Context: an optimization exercise on an open-source flow, tuned for small area. The choices shown serve that exercise and are no tape-out recipe.
No run shown here included a check of the RTL's function; only the layout flow was run.
No activity file was given, so power comes from the tool's default toggle rates.

--- flow/config.mk ---
export PLATFORM = sky130hd
export DESIGN_NAME = comm
export DESIGN_NICKNAME = comm
export VERILOG_FILES = /design/flow/design.v
export SDC_FILE = /design/flow/constraint.sdc
export NUM_CORES = 4
export LEC_CHECK = 0
export CAP_MARGIN = 20
export CORE_MARGIN = 2
export CORE_UTILIZATION = 40
export SLEW_MARGIN = 20
--- flow/constraint.sdc ---
create_clock -name core_clock -period 10.0 [get_ports {clk}]
set_input_delay 2.0000 -clock core_clock [delete_from_list [all_inputs] [get_ports {clk}]]
set_output_delay 2.0000 -clock core_clock [all_outputs]
set_load 0.01 [all_outputs]
--- flow/design.v ---
module comm (
     input  wire          clk,
     input  wire          reset_n,
     input  wire [7:0]    phr_psdu_in,
     input  wire          phr_psdu_in_valid,
     output wire          tx_out,
     output wire          tx_out_valid,
     input  wire          rx_in,
     output wire [7:0]    out,
     output wire [1:0]    out_valid
);
    reg        active;
    reg [7:0]  t;
    reg [4:0]  nreg;    
    reg [1:0]  g;       
    reg [8:0]  pn;
    reg [15:0] crc;
    reg [20:0] ring [0:7];
    wire       dphase = active && (t[7:3] >= 5'd10) && (t[7:3] < nreg);
    wire       sphase = active && (t[7:3] >= 5'd10);
    wire [2:0] bi = t[2:0];
    reg        dbit;
    always @(*) begin
        case (g)
            2'd0:    dbit = ring[bi][(17 + bi) % 21];
            2'd1:    dbit = ring[bi][3 + bi];
            default: dbit = ring[bi][10 + bi];
        endcase
    end
    localparam [15:0] SFD = 16'hF398;
    wire       hbit = (t[7:6] == 2'b00) ? t[0] : SFD[t[3:0]];
    wire       sbit = (dphase ? dbit : ~crc[0]) ^ pn[0];
    assign tx_out_valid = active;
    assign tx_out       = active && (sphase ? sbit : hbit);
    integer k;
    always @(posedge clk) begin
        for (k = 0; k < 8; k = k + 1)
            ring[k] <= {ring[k][19:0], phr_psdu_in_valid ? phr_psdu_in[k] : ring[k][20]};
    end
    always @(posedge clk or negedge reset_n) begin
        if (~reset_n) begin
            active <= 1'b0;
            t      <= 8'd0;
            nreg   <= 5'd10;
            g      <= 2'd0;
        end else begin
            if (!active) begin
                active <= phr_psdu_in_valid;
                t      <= 8'd0;
                nreg   <= phr_psdu_in_valid ? 5'd11 : 5'd10;
                g      <= 2'd0;
            end else begin
                t <= t + 8'd1;
                if (phr_psdu_in_valid)
                    nreg <= nreg + 5'd1;
                if (sphase && t[2:0] == 3'd7)
                    g <= (g == 2'd2) ? 2'd0 : g + 2'd1;
                if (t[7:3] == nreg + 5'd1 && t[2:0] == 3'd7)
                    active <= 1'b0;
            end
        end
    end
    wire crc_fb = dphase ? (crc[0] ^ dbit) : 1'b0;
    always @(posedge clk) begin
        if (sphase) begin
            pn  <= {pn[0] ^ pn[5], pn[8:1]};
            crc <= {crc_fb, crc[15:12], crc[11] ^ crc_fb, crc[10:5], crc[4] ^ crc_fb, crc[3:1]};
        end else begin
            pn  <= 9'h1FF;
            crc <= 16'hFFFF;
        end
    end
    reg  [6:0] kmp;
    reg        dsr;         
    reg        fer;         
    reg  [2:0] ibc;
    reg  [1:0] st;
    reg  [7:0] cnt;
    reg  [1:0] pc;
    reg  [8:0] pf;
    reg  [7:0] ib;          
    function [6:0] kmp_next(input [6:0] s, input b);
        begin
            if (s < 7'd64)
                kmp_next = (b == s[0]) ? s + 7'd1 : (s[0] ? 7'd1 : 7'd0);
            else case (s)
                7'd64: kmp_next = b ? 7'd0  : 7'd65;
                7'd65: kmp_next = b ? 7'd64 : 7'd66;
                7'd66: kmp_next = b ? 7'd2  : 7'd67;
                7'd67: kmp_next = b ? 7'd68 : 7'd1;
                7'd68: kmp_next = b ? 7'd69 : 7'd3;
                7'd69: kmp_next = b ? 7'd0  : 7'd70;
                7'd70: kmp_next = b ? 7'd2  : 7'd71;
                7'd71: kmp_next = b ? 7'd72 : 7'd1;
                7'd72: kmp_next = b ? 7'd73 : 7'd3;
                7'd73: kmp_next = b ? 7'd74 : 7'd1;
                7'd74: kmp_next = b ? 7'd0  : 7'd75;
                7'd75: kmp_next = b ? 7'd2  : 7'd76;
                7'd76: kmp_next = b ? 7'd77 : 7'd1;
                7'd77: kmp_next = b ? 7'd78 : 7'd3;
                7'd78: kmp_next = b ? 7'd79 : 7'd1;
                7'd79: kmp_next = b ? 7'd80 : 7'd1;
                default: kmp_next = b ? 7'd0 : 7'd1;
            endcase
        end
    endfunction
    wire match = (kmp == 7'd80);
    wire ds    = dsr ? ~fer : match;
    wire fire  = (ibc == 3'd0) && dsr && !fer;
    wire fe    = fire && (st == 2'd3) && (cnt == 8'd1);
    assign out       = fire ? ib : 8'd0;
    assign out_valid = fire ? st : 2'd0;
    always @(posedge clk or negedge reset_n) begin
        if (~reset_n) begin
            kmp <= 7'd0;
            dsr <= 1'b0;
            fer <= 1'b0;
            ibc <= 3'd0;
            st  <= 2'd0;
            cnt <= 8'd0;
            pc  <= 2'd0;
        end else begin
            kmp <= (!ds || fe) ? kmp_next(kmp, rx_in) : 7'd0;
            dsr <= ds;
            fer <= fe;
            ibc <= ds ? ibc + 3'd1 : 3'd0;
            if (ibc == 3'd0) begin
                case (st)
                    2'd0: st <= (ds && !fe) ? 2'd1 : 2'd0;
                    2'd1: st <= (pc == 2'd1) ? 2'd2 : 2'd1;
                    2'd2: st <= (cnt == 8'd1) ? 2'd3 : 2'd2;
                    2'd3: st <= (cnt == 8'd1) ? 2'd0 : 2'd3;
                endcase
                if (ds && st != 2'd0) begin
                    if (st == 2'd1) begin
                        cnt <= (cnt == 8'd0) ? ib : cnt - 8'd1;
                        pc  <= (pc == 2'd0) ? 2'd3 : pc - 2'd1;
                    end else begin
                        cnt <= (cnt == 8'd1 && st != 2'd3) ? 8'd2 : cnt - 8'd1;
                        pc  <= 2'd0;
                    end
                end
            end
        end
    end
    always @(posedge clk) begin
        pf <= (!ds || fe) ? 9'h1FF : {pf[0] ^ pf[5], pf[8:1]};
        if (ds && !fe)
            ib <= {rx_in ^ pf[0], ib[7:1]};
    end
endmodule
--- flow/run.sh ---
#!/bin/bash
# synth_recipe.tcl (not shown) runs the flow's synth.tcl, then flattens the netlist and writes it again
# the make line also repeats each setting of config.mk as NAME=value (left out here)
make -C /OpenROAD-flow-scripts/flow DESIGN_CONFIG=/design/flow/config.mk WORK_HOME=/design/flow/orfs CLKGATE_MAP_FILE= SYNTH_SCRIPT=/design/flow/synth_recipe.tcl finish
==> results of run 1 <==
flip-flops by register name (all words and copies together), names as in the netlist:
name	count
t	8
dsr	1
kmp	7
crc	16
ibc	3
g	2
pf	9
pn	9
pc	2
ring	168
ib	8
fer	1
st	2
active	1
nreg	5
cnt	8
stage by stage:
stage	hold slack [ps]	power (µW)	area [µm²]	util, %
final	324	3220	10300	46.7
after global routing	336	3420	10300	46.7
after CTS	326	3250	10300	46.7
after detailed placement	312	2240	9370	42.7
after global placement	311	2230	9370	42.7
after floorplan	310	2020	8980	-
kinds of logic (layout without fill, tap and decap cells):
logic type,count (synthesis),after routing,synth area share [%]
flip-flops,250,250,58.9
XOR/XNOR,20,20,1.95
multiplexers,19,19,2.47
buffers and inverters,73,99,3.61
adder cells (fa/ha/maj),22,22,3.06
AND/OR/NAND/NOR,216,216,12.8
AO/OA/AOI/OAI,217,217,17.3
routing by layer:
metal  vias to the layer above  wire length, µm
li1                       2978                -
met1                      2920             8760
met2                       157             8930
met3                        39              947
met4                         0              459
met5                         -                0
cell usage after synthesis (6+ instances only):
cell / count / share of area [%]
a211oi_1: 8 / 0.67
a21oi_1: 44 / 2.5
a221oi_1: 11 / 1.1
a222oi_1: 15 / 1.7
a22oi_1: 26 / 2.2
a311oi_1: 6 / 0.59
a31oi_1: 11 / 0.77
and2_1: 18 / 1.3
buf_2: 13 / 0.72
clkbuf_1: 29 / 1.2
dfrtp_1: 38 / 11
dfxtp_1: 202 / 45
edfxtp_1: 8 / 2.7
ha_1: 22 / 3.1
inv_1: 22 / 0.92
mux2_2: 15 / 1.9
nand2_1: 43 / 1.8
nand2b_1: 31 / 2.2
nand3_1: 31 / 1.7
nand4_1: 6 / 0.42
nor2_1: 34 / 1.4
nor2b_1: 9 / 0.63
nor3_1: 8 / 0.45
o21a_1: 6 / 0.50
o21ai_0: 36 / 2.0
o31ai_1: 7 / 0.59
or3_1: 12 / 0.84
xnor2_1: 14 / 1.4
xor2_1: 6 / 0.59
area by class of cell:
class,count,area (µm²)
fillers,1984,11700
flip-flops and latches,250,5290
multi-input cells,494,3370
clock buffers,37,722
well taps,280,350
repair buffers,30,278
clock inverters,9,163
inverters,23,86.3
how the worst max path moves through the flow:
stage / to / cells past startpoint / slack [ps] / from
final: tx_out / 13 / 3110 / t[0]
after global routing: tx_out / 13 / 2800 / t[0]
after CTS: tx_out / 13 / 3090 / t[0]
after detailed placement: tx_out / 13 / 3710 / t[0]
after global placement: tx_out / 13 / 3700 / t[0]
after floorplan: tx_out / 14 / 4840 / t[0]
power groups by stage:
stage | Clock [µW] | Combinational (µW) | Sequential, µW
2_1_floorplan | 0 | 807 | 1210
3_3_place_gp | 0 | 945 | 1290
3_5_place_dp | 0 | 955 | 1290
4_1_cts | 1010 | 962 | 1270
5_1_grt | 1050 | 1080 | 1290
6_report | 992 | 960 | 1270
==> impl_metrics.toml, run 1 <==
[critical_path]
ff2ff_setup_slack_ps = 6010
worst_path_max_delay_cell = "dfrtp_1"
crit_path_frequent_cell = "buf_4"
crit_required_ps = 8000
cp_num_buf_inv = 4
cp_cell_sequence = "inv_1 -> ha_1 -> buf_4 -> a2111oi_4 -> buf_4 -> or2b_1 -> o31a_1 -> a2111oi_0 -> o31a_2 -> a31oi_2 -> xnor2_1 -> a21oi_1 -> clkdlybuf4s50_1"
r2r_start = "t[0]"
startpoint_type = "flop"
r2r_end = "crc[10]"
crit_path_end_kind = "output port"
reg2regPathDepth = 12
critPathTopFamily = "buffers and inverters"
crit_type = "reg -> out"
critPathMaxStageDelay_ps = 720
cp_max_fo = 26
worstPathArrival_ps = 4890

[finish]
final_cell_mix = "dfxtp_1, a21oi_1, nand2_1, dfrtp_1, o21ai_0"
layout_commonest_cell = "dfxtp_1"
nNetsFinal = 859
diodes = 0
area_growth_pct = 14.2
fin_cells = 1123
drive_above_1_share_pct = 8.90

[floorplan]
initial_core_util_pct = 40.9
design.core.area_um2 = 22000
dieArea_um2 = 23700
io_pins = 24
die-height_um = 154
rows = 54
die_x_um = 154

[logic_synthesis]
async_flop_share_pct = 16.0
synth_nets = 851
yosys_warnings = 2
synth.distinct_cells = 75
syn_avg_cell_area_um2 = 11.0
ys.flop_type = "dfxtp_1"
ys_seq_area_share_pct = 58.9
syn_area_um2 = 8980
synth-seq-cells = 250
syn_inst = 817
synth_edf_count = 8

[placement]
dp_cells = 1077
pre_cts_ws_ps = 3710
dp_hpwl_um = 12500
io_buffers = 23
place.gp.congestion = 0.864

[clock_network]
cts_hold_buf = 0
cts_num_sinks = 250
clk_path_buf_depth = 3
htree_levels = 1
cts_tree = "done"
cts_inserted_buffers = 26
cts_resized = 0
clk_latency_ps = 540
cts_root_buffer = "clkbuf_16"
post_cts_buffers = 0
path_clk_slew_ps = 60

[power]
pwr-share-seq_pct = 39.5
vdd_drop_max_mv = 0.184
p_int_uw = 2130
p_comb_share_pct = 29.8
p_leak_uw = 0.00397
net-switching-power_uw = 1090
swShare_pct = 33.9
p_per_area_nw_per_um2 = 314
p_clk_share_pct = 30.8

[timing]
grt_setup_unrepaired = "false"
setup_ws_ps = 3110
layout_min_cycle_time_ps = 6890
tns_ps = 0
finalHoldViolCount = 0
relSlewSlack_pct = 34.4
drv_slew = 0
fin_skew_ps = 30.6
setup_viol = 0
fin_crit_sh_pct = 68.9
tightestPinTransition_ps = 981
max_freq_ghz = 0.145

[routing]
vias = 6094
first_pass_iters = 7
finalWirelength_um = 19100
drc = 0
wl_per_cell_um = 17.0
postRouteAntennaNets = 0
vias_per_cell = 5.43
drt_iter0_markers = 555

[grt]
grt_pass1_wl_um = 31900
grt-busiest-layer = "met2"
grt_pass1_vias = 6086
overflow = 0
use_met3_pct = 2.99
track_usage_pct = 16.4
grt_util_met1_pct = 22.3
grt_max_degree = 41
antenna_found_initial = 0
use_met2_pct = 27.0

[min_path]
hold_start = "ring[1][15]"
hold_class = "reg -> reg"
worst_hold_path.endpoint = "ring[1][16]"
holdPathStages = 0

[run]
maxCapViolCount = 0

[run_status]
status = "finished clean"
==> inputs of run 2 (changes only) <==
--- a/flow/config.mk
+++ b/flow/config.mk
@@ -10,2 +10,4 @@
 export CORE_UTILIZATION = 40
+export CTS_BUF_LIST = sky130_fd_sc_hd__clkbuf_8
+export CTS_CLUSTER_SIZE = 30
 export SLEW_MARGIN = 20
==> impl_metrics.toml, run 2 <==
[run_status]
status = "finished clean"

[critical_path]
cp_cell_sequence = "inv_1 -> ha_1 -> buf_4 -> a2111oi_4 -> buf_4 -> or2b_1 -> o31a_1 -> a2111oi_0 -> o31a_2 -> a31oi_2 -> xnor2_1 -> a21oi_1 -> clkdlybuf4s50_1"
cp_num_buf_inv = 4
worst_path_max_delay_cell = "dfrtp_1"
startpoint_type = "flop"
critPathMaxStageDelay_ps = 720
worstPathArrival_ps = 4900
crit_path_frequent_cell = "buf_4"
crit_required_ps = 8000
cp_max_fo = 26
crit_path_end_kind = "output port"
critPathTopFamily = "buffers and inverters"
crit_type = "reg -> out"

[timing]
fin_crit_sh_pct = 69.0
finalHoldViolCount = 0
relSlewSlack_pct = 33.1
setup_viol = 0
drv_slew = 0
tns_ps = 0
grt_setup_unrepaired = "false"
fin_skew_ps = 32.3
layout_min_cycle_time_ps = 6900
hold-worst-slack_ps = 325
max_freq_ghz = 0.145
tightestPinTransition_ps = 1000

[clock_network]
path_clk_slew_ps = 60
cts_num_sinks = 250
clk_path_buf_depth = 3
cts_resized = 0
cts_root_buffer = "clkbuf_8"
cts_hold_buf = 0
htree_levels = 2
cts_tree = "done"
clk_latency_ps = 550
cts_inserted_buffers = 41
post_cts_buffers = 0

[min_path]
hold_class = "reg -> reg"

[power]
p_comb_share_pct = 30.5
swShare_pct = 35.2
vdd_drop_max_mv = 0.167
net-switching-power_uw = 1100
pwr-share-seq_pct = 40.6
p_leak_uw = 0.00402
p_int_uw = 2030
p_per_area_nw_per_um2 = 306
p_clk_share_pct = 28.9

[floorplan]
die-height_um = 154
die_x_um = 154
dieArea_um2 = 23700
io_pins = 24
design.core.area_um2 = 22000
rows = 54
initial_core_util_pct = 40.9

[logic_synthesis]
synth.distinct_cells = 75
syn_inst = 817
ys_seq_area_share_pct = 58.9
synth_edf_count = 8
synth_top_cell_by_area = "dfxtp_1"
synth-seq-cells = 250
syn_area_um2 = 8980
synth_commonest_cells = "dfxtp_1, a21oi_1, nand2_1"
yosys_warnings = 2
async_flop_share_pct = 16.0
ys.flop_type = "dfxtp_1"
syn_avg_cell_area_um2 = 11.0
synth_area_leaders = "dfxtp_1, dfrtp_1, ha_1"
synth_most_common_cell = "dfxtp_1"
synth_nets = 851
synth_top_area_share_pct = 45.0

[finish]
fin_cells = 1150
final_cell_mix = "dfxtp_1, clkbuf_8, a21oi_1, nand2_1, dfrtp_1"
largest_reg_flops = 168
diodes = 0
nNetsFinal = 874
layout_commonest_cell = "dfxtp_1"
area_growth_pct = 13.8
drive_above_1_share_pct = 11.6
largestRegisters = "ring: 168 flops, crc: 16 flops"
regMostFlops = "ring"
nFillCells = 1982

[placement]
io_buffers = 23
place.gp.congestion = 0.864
dp_hpwl_um = 12500
dp_cells = 1077

[grt]
overflow = 0
grt_pass1_wl_um = 32000
track_usage_pct = 16.6
grt_max_degree = 41
grt_pass1_vias = 6211
antenna_found_initial = 0

[routing]
finalWirelength_um = 19000
vias = 6157
drt_iter0_markers = 444
postRouteAntennaNets = 0
wl_per_cell_um = 16.5
vias_per_cell = 5.35
first_pass_iters = 5
drc = 0

[run]
maxCapViolCount = 0
[run 2: changes by cell type in the layout (fill, tap and decap cells not counted)]
| cell | delta |
|---|---|
| clkbuf_8 | +46 |
| clkbuf_16 | -26 |
| clkinv_2 | +9 |
| inv_1 | +9 |
| clkbuf_1 | -8 |
| bufinv_16 | -2 |
| inv_4 | -2 |
| inv_6 | +2 |
| clkinv_4 | -1 |
| clkinv_8 | -1 |
| inv_12 | +1 |
[run 2: stage by stage]
step	setup slack (ps)	power, µW	area, µm²	utilization [%]
final	3100	3130	10200	46.6
after CTS	3050	3160	10200	46.6
after detailed placement	3710	2240	9370	42.7
after floorplan	4840	2020	8980	-
after global routing	2770	3350	10200	46.6
after global placement	3700	2230	9370	42.7
[run 2: power by group through the flow]
| stage | Clock [µW] | Combinational (µW) | Sequential [µW] |
|---|---|---|---|
| floorplan | 0 | 807 | 1210 |
| global placement | 0 | 945 | 1290 |
| detailed placement | 0 | 955 | 1290 |
| CTS | 929 | 961 | 1270 |
| global route | 978 | 1080 | 1290 |
| finish | 904 | 957 | 1270 |
[run 2: layout make-up]
type                            count  area (µm²)  area share, %
Multi-Input combinational cell    494        3370           33.0
Sequential cell                   250        5290           51.7
Clock buffer                       49         674           6.60
Inverter                           23        86.3          0.844
Clock inverter                     24         178           1.74
Tap cell                          280         350           3.43
Timing Repair Buffer               30         278           2.72
[run 2: worst register-to-register path, stage by stage (launching register included)]
cell,delay (ps)
dfrtp_1,720
inv_1,210
ha_1,470
buf_4,340
a2111oi_4,230
buf_4,310
or2b_1,260
o31a_1,130
a2111oi_0,450
o31a_2,250
nand4_1,220
nand3_1,180
nand3_1,80
[run 2: worst paths after layout]
path	startpoint	endpoint	slack, ps	depth (start not counted)
setup / recovery	t[0]	tx_out	3100	13
hold / removal	ring[2][15]	ring[2][16]	330	0
setup reg to reg	t[0]	crc[10]	5980	12
hold reg to reg	ring[2][15]	ring[2][16]	330	0
max in group asynchronous	reset_n	t[2]	8070	2
min in group asynchronous	reset_n	cnt[1]	1530	2
[run 2: cells by family (layout without fill, tap and decap cells)]
logic type / count (synthesis) / in the layout / synth area share (%)
XOR/XNOR: 20 / 20 / 1.95
AND/OR/NAND/NOR: 216 / 216 / 12.8
AO/OA/AOI/OAI: 217 / 217 / 17.3
adder cells (fa/ha/maj): 22 / 22 / 3.06
buffers and inverters: 73 / 126 / 3.61
flip-flops: 250 / 250 / 58.9
multiplexers: 19 / 19 / 2.47
[run 2: metal layers]
layer	track usage [%]	share of wire [%]	vias up
met5	0	0	-
met4	5.47	1.8	0
met3	3.75	5.3	32
met2	26.7	46	144
met1	22.1	47	2949
li1	-	-	3032
==> inputs of run 3 (changes only) <==
--- a/flow/design.v
+++ b/flow/design.v
@@ -21,10 +21,10 @@
     wire [2:0] bi = t[2:0];
-    reg        dbit;
-    always @(*) begin
-        case (g)
-            2'd0:    dbit = ring[bi][(17 + bi) % 21];
-            2'd1:    dbit = ring[bi][3 + bi];
-            default: dbit = ring[bi][10 + bi];
-        endcase
-    end
+    wire [7:0] r0, r1, r2;
+    genvar gi;
+    generate for (gi = 0; gi < 8; gi = gi + 1) begin : rd
+        assign r0[gi] = ring[gi][(17 + gi) % 21];
+        assign r1[gi] = ring[gi][3 + gi];
+        assign r2[gi] = ring[gi][10 + gi];
+    end endgenerate
+    wire dbit = g[1] ? r2[bi] : g[0] ? r1[bi] : r0[bi];
     localparam [15:0] SFD = 16'hF398;
@@ -40,23 +40,22 @@
     always @(posedge clk or negedge reset_n) begin
-        if (~reset_n) begin
+        if (~reset_n)
             active <= 1'b0;
-            t      <= 8'd0;
-            nreg   <= 5'd10;
-            g      <= 2'd0;
+        else if (!active)
+            active <= phr_psdu_in_valid;
+        else if (t[7:3] == nreg + 5'd1 && t[2:0] == 3'd7)
+            active <= 1'b0;
+    end
+    always @(posedge clk) begin
+        if (!active) begin
+            t    <= 8'd0;
+            nreg <= phr_psdu_in_valid ? 5'd11 : 5'd10;
         end else begin
-            if (!active) begin
-                active <= phr_psdu_in_valid;
-                t      <= 8'd0;
-                nreg   <= phr_psdu_in_valid ? 5'd11 : 5'd10;
-                g      <= 2'd0;
-            end else begin
-                t <= t + 8'd1;
-                if (phr_psdu_in_valid)
-                    nreg <= nreg + 5'd1;
-                if (sphase && t[2:0] == 3'd7)
-                    g <= (g == 2'd2) ? 2'd0 : g + 2'd1;
-                if (t[7:3] == nreg + 5'd1 && t[2:0] == 3'd7)
-                    active <= 1'b0;
-            end
+            t <= t + 8'd1;
+            if (phr_psdu_in_valid)
+                nreg <= nreg + 5'd1;
         end
+        if (!sphase)
+            g <= 2'd0;
+        else if (t[2:0] == 3'd7)
+            g <= (g == 2'd2) ? 2'd0 : g + 2'd1;
     end
@@ -64,9 +63,4 @@
     always @(posedge clk) begin
-        if (sphase) begin
-            pn  <= {pn[0] ^ pn[5], pn[8:1]};
-            crc <= {crc_fb, crc[15:12], crc[11] ^ crc_fb, crc[10:5], crc[4] ^ crc_fb, crc[3:1]};
-        end else begin
-            pn  <= 9'h1FF;
-            crc <= 16'hFFFF;
-        end
+        pn  <= {sphase ? pn[0] ^ pn[5] : 1'b1, pn[8:1]};
+        crc <= {dphase ? crc_fb : !sphase, crc[15:12], crc[11] ^ crc_fb, crc[10:5], crc[4] ^ crc_fb, crc[3:1]};
     end
@@ -116,4 +110,2 @@
             dsr <= 1'b0;
-            fer <= 1'b0;
-            ibc <= 3'd0;
             st  <= 2'd0;
@@ -124,4 +116,2 @@
             dsr <= ds;
-            fer <= fe;
-            ibc <= ds ? ibc + 3'd1 : 3'd0;
             if (ibc == 3'd0) begin
@@ -146,5 +136,6 @@
     always @(posedge clk) begin
-        pf <= (!ds || fe) ? 9'h1FF : {pf[0] ^ pf[5], pf[8:1]};
-        if (ds && !fe)
-            ib <= {rx_in ^ pf[0], ib[7:1]};
+        fer <= fe;
+        ibc <= ds ? ibc + 3'd1 : 3'd0;
+        pf  <= ds ? {pf[0] ^ pf[5], pf[8:1]} : 9'h1FF;
+        ib  <= {rx_in ^ pf[0], ib[7:1]};
     end
==> flow/flow/run.sh (new file) <==
#!/bin/bash
# Standard layout, with a leaner clock tree (no dummy loads, larger sink
# clusters) and the smallest buffer on the ports.
set -euo pipefail
export CTS_ARGS="-sink_clustering_enable -repair_clock_nets -dont_use_dummy_load -buf_list sky130_fd_sc_hd__clkbuf_16 -sink_clustering_size 20 -sink_clustering_max_diameter 150"
export BUFFER_PORTS_ARGS="-buffer_cell sky130_fd_sc_hd__buf_1"
bash standard.sh > standard.log 2>&1
==> flow/standard.sh (new file) <==
#!/bin/bash
# synth_recipe.tcl (not shown) runs the flow's synth.tcl, then flattens the netlist and writes it again
# the make line also repeats each setting of config.mk as NAME=value (left out here)
make -C /OpenROAD-flow-scripts/flow DESIGN_CONFIG=/design/flow/config.mk WORK_HOME=/design/flow/orfs CLKGATE_MAP_FILE= SYNTH_SCRIPT=/design/flow/synth_recipe.tcl "${@:-finish}"
--- a/flow/config.mk
+++ b/flow/config.mk
@@ -10,4 +10,2 @@
 export CORE_UTILIZATION = 40
-export CTS_BUF_LIST = sky130_fd_sc_hd__clkbuf_8
-export CTS_CLUSTER_SIZE = 30
 export SLEW_MARGIN = 20
removed: flow/run.sh
==> impl_metrics.toml, run 3 <==
[critical_path]
cp_max_fo = 11
crit_path_end_kind = "output port"
crit_type = "reg -> out"
crit_required_ps = 8000
r2r_start = "kmp[0]"
startpoint_type = "flop"
worstPathArrival_ps = 3020
ff2ff_setup_slack_ps = 7160
r2r_end = "cnt[6]"
reg2regPathDepth = 7

[clock_network]
cts_num_sinks = 250
cts_hold_buf = 0
htree_levels = 1
cts_inserted_buffers = 16
path_clk_slew_ps = 80
post_cts_buffers = 0
clk_latency_ps = 460
cts_resized = 0
cts_root_buffer = "clkbuf_16"
clk_path_buf_depth = 3
cts_tree = "done"

[finish]
area_growth_pct = 9.64
final_area_um2 = 7990
largestRegisters = "ring: 168 flops, crc: 16 flops"
final_cell_mix = "dfxtp_1, nor2_1, o21ai_0, buf_1"
layout_commonest_cell = "dfxtp_1"
regMostFlops = "ring"
diodes = 0
largest_reg_flops = 168
nNetsFinal = 624
drive_above_1_share_pct = 7.11

[logic_synthesis]
async_flop_share_pct = 8.40
syn_avg_cell_area_um2 = 12.8
synth_nets = 601
synth-seq-cells = 250
synth_commonest_cells = "dfxtp_1, nor2_1, o21ai_0"
synth_top_cell_by_area = "dfxtp_1"
yosys_warnings = 2
synth_top_area_share_pct = 61.6
synth_area_leaders = "dfxtp_1, dfrtp_1, ha_1"
ys_seq_area_share_pct = 70.8
synth_edf_count = 5
syn_area_um2 = 7280
synth.distinct_cells = 48
synth_most_common_cell = "dfxtp_1"
ys.flop_type = "dfxtp_1"
syn_inst = 570

[routing]
drc = 0
vias = 3921
wl_per_cell_um = 14.0
drt_iter0_markers = 260
first_pass_iters = 4
finalWirelength_um = 11500
vias_per_cell = 4.78
postRouteAntennaNets = 0

[timing]
tns_ps = 0
relSlewSlack_pct = 48.9
finalHoldViolCount = 0
setup_viol = 0
grt_setup_unrepaired = "false"
fin_crit_sh_pct = 50.2
drv_slew = 0
layout_min_cycle_time_ps = 5020
max_freq_ghz = 0.199
tightestPinTransition_ps = 767
fin_skew_ps = 25.1

[grt]
grt_pass1_vias = 3839
overflow = 0
track_usage_pct = 12.0
antenna_found_initial = 0
grt_max_degree = 22
grt_pass1_wl_um = 19400

[placement]
post_dp_cell_area_um2 = 7590
place.gp.congestion = 0.846
dp_hpwl_um = 7520
io_buffers = 23

[min_path]
hold_start = "ring[6][14]"
hold_class = "reg -> reg"
holdPathStages = 0
worst_hold_path.endpoint = "ring[6][15]"

[floorplan]
initial_core_util_pct = 40.7
rows = 49
die_x_um = 139
die-height_um = 139
design.core.area_um2 = 17900
io_pins = 24
dieArea_um2 = 19300

[power]
total_power_uw = 2190
vdd_drop_max_mv = 0.146
p_per_area_nw_per_um2 = 274
p_leak_uw = 0.00327

[run]
maxCapViolCount = 0

[run_status]
status = "finished clean"
run 3: cell count changes after synthesis, sizes merged, moves of 8 or more:
cell,change
a21oi,-28
buf,-20
dfrtp,-17
nand2,-24
nand3,-19
nand2b,-19
a22oi,-23
a222oi,-15
and3,+8
or3,-11
o21ai,-14
clkbuf,-11
a221oi,-11
dfxtp,+22
run 3: layout make-up:
class | instances | area (µm²)
Clock buffer | 16 | 400
Fill cell | 1648 | 9920
Inverter | 21 | 78.8
Multi-Input combinational cell | 280 | 1970
Sequential cell | 250 | 5160
Tap cell | 229 | 287
Timing Repair Buffer | 24 | 93.8
run 3: how the worst max path moves through the flow:
stage / endpoint / from / depth (start not counted) / slack, ps
6_report: tx_out / g[0] / 6 / 4980
5_1_grt: tx_out / g[0] / 6 / 4860
4_1_cts: tx_out / g[0] / 6 / 4920
3_5_place_dp: tx_out / g[0] / 6 / 5400
3_3_place_gp: tx_out / g[0] / 6 / 5460
2_1_floorplan: tx_out / g[0] / 6 / 5770
run 3: metrics by stage:
step	utilization, %	worst slack [ps]	hold WS (ps)	std cells
after floorplan	-	5770	310	570
after global placement	42.4	5460	310	804
after detailed placement	42.4	5400	312	804
after CTS	44.6	4920	299	820
after global routing	44.6	4860	311	820
final	44.6	4980	296	820
run 3: cells by family (layout without fill, tap and decap cells):
| kind of cell | Yosys count | in the layout | share of synthesized area, % |
|---|---|---|---|
| muxes | 26 | 26 | 4.72 |
| AOI/OAI and AO/OA | 74 | 74 | 6.30 |
| xor gates and xnor gates | 24 | 24 | 2.89 |
| adders and majority gates | 19 | 19 | 3.26 |
| and+or+nand+nor | 137 | 137 | 9.83 |
| buffers and inverters | 40 | 61 | 2.16 |
| DFF | 250 | 250 | 70.8 |
run 3: worst max-delay path, cell delays in order, from the launching register on:
cell,delay [ps]
dfxtp_1,610
mux2_2,390
mux4_2,450
mux4_2,530
xnor2_1,150
a211oi_1,250
buf_1,180
run 3: power by group:
part / total (µW) / leakage, µW / switching (µW) / internal, µW
Clock: 575 / 0.000197 / 290 / 285
Sequential: 1250 / 0.00219 / 105 / 1140
Combinational: 361 / 0.000881 / 191 / 170
Total: 2190 / 0.00327 / 586 / 1600
run 3: per-layer routing:
metal	up-vias	wire [µm]	track usage (%)
met5	-	0	0
met4	0	195	3.14
met3	18	444	1.93
met2	77	5040	18.4
met1	1871	5780	17.9
li1	1955	-	-

[afterwards: timing with drivers on the ports]
The flow's constraints put no driver on any port. The routed layouts listed below were extracted and timed again, unchanged, in two steps.
Step 1 (the two cells are an assumption about what drives the block):
set clk [get_ports {clk}]
set_driving_cell -lib_cell sky130_fd_sc_hd__clkbuf_16 $clk
set_driving_cell -lib_cell sky130_fd_sc_hd__buf_2 [delete_from_list [all_inputs] $clk]
Step 2 times the ports against the registers' clock, not the clock port: input delays grow and output delays shrink by t, the midpoint of the rising clock arrivals with the driver on.
a / b / c = no drivers / after step 1 / after step 2; a / b = the first two.
| run | t (ns) | setup WS [ns] | worst setup path after step 2 | slew at the worst register clock pin (ns) |
|---|---|---|---|---|
| run 1 | 0.572 | 3.108 / 3.063 / 3.635 | register to output | 0.06 / 0.06 |
| run 2 | 0.576 | 3.101 / 3.063 / 3.639 | register to output | 0.07 / 0.07 |
| run 3 | 0.493 | 4.984 / 4.944 / 5.437 | register to output | 0.09 / 0.09 |
After both steps setup and hold are still met in every run listed.
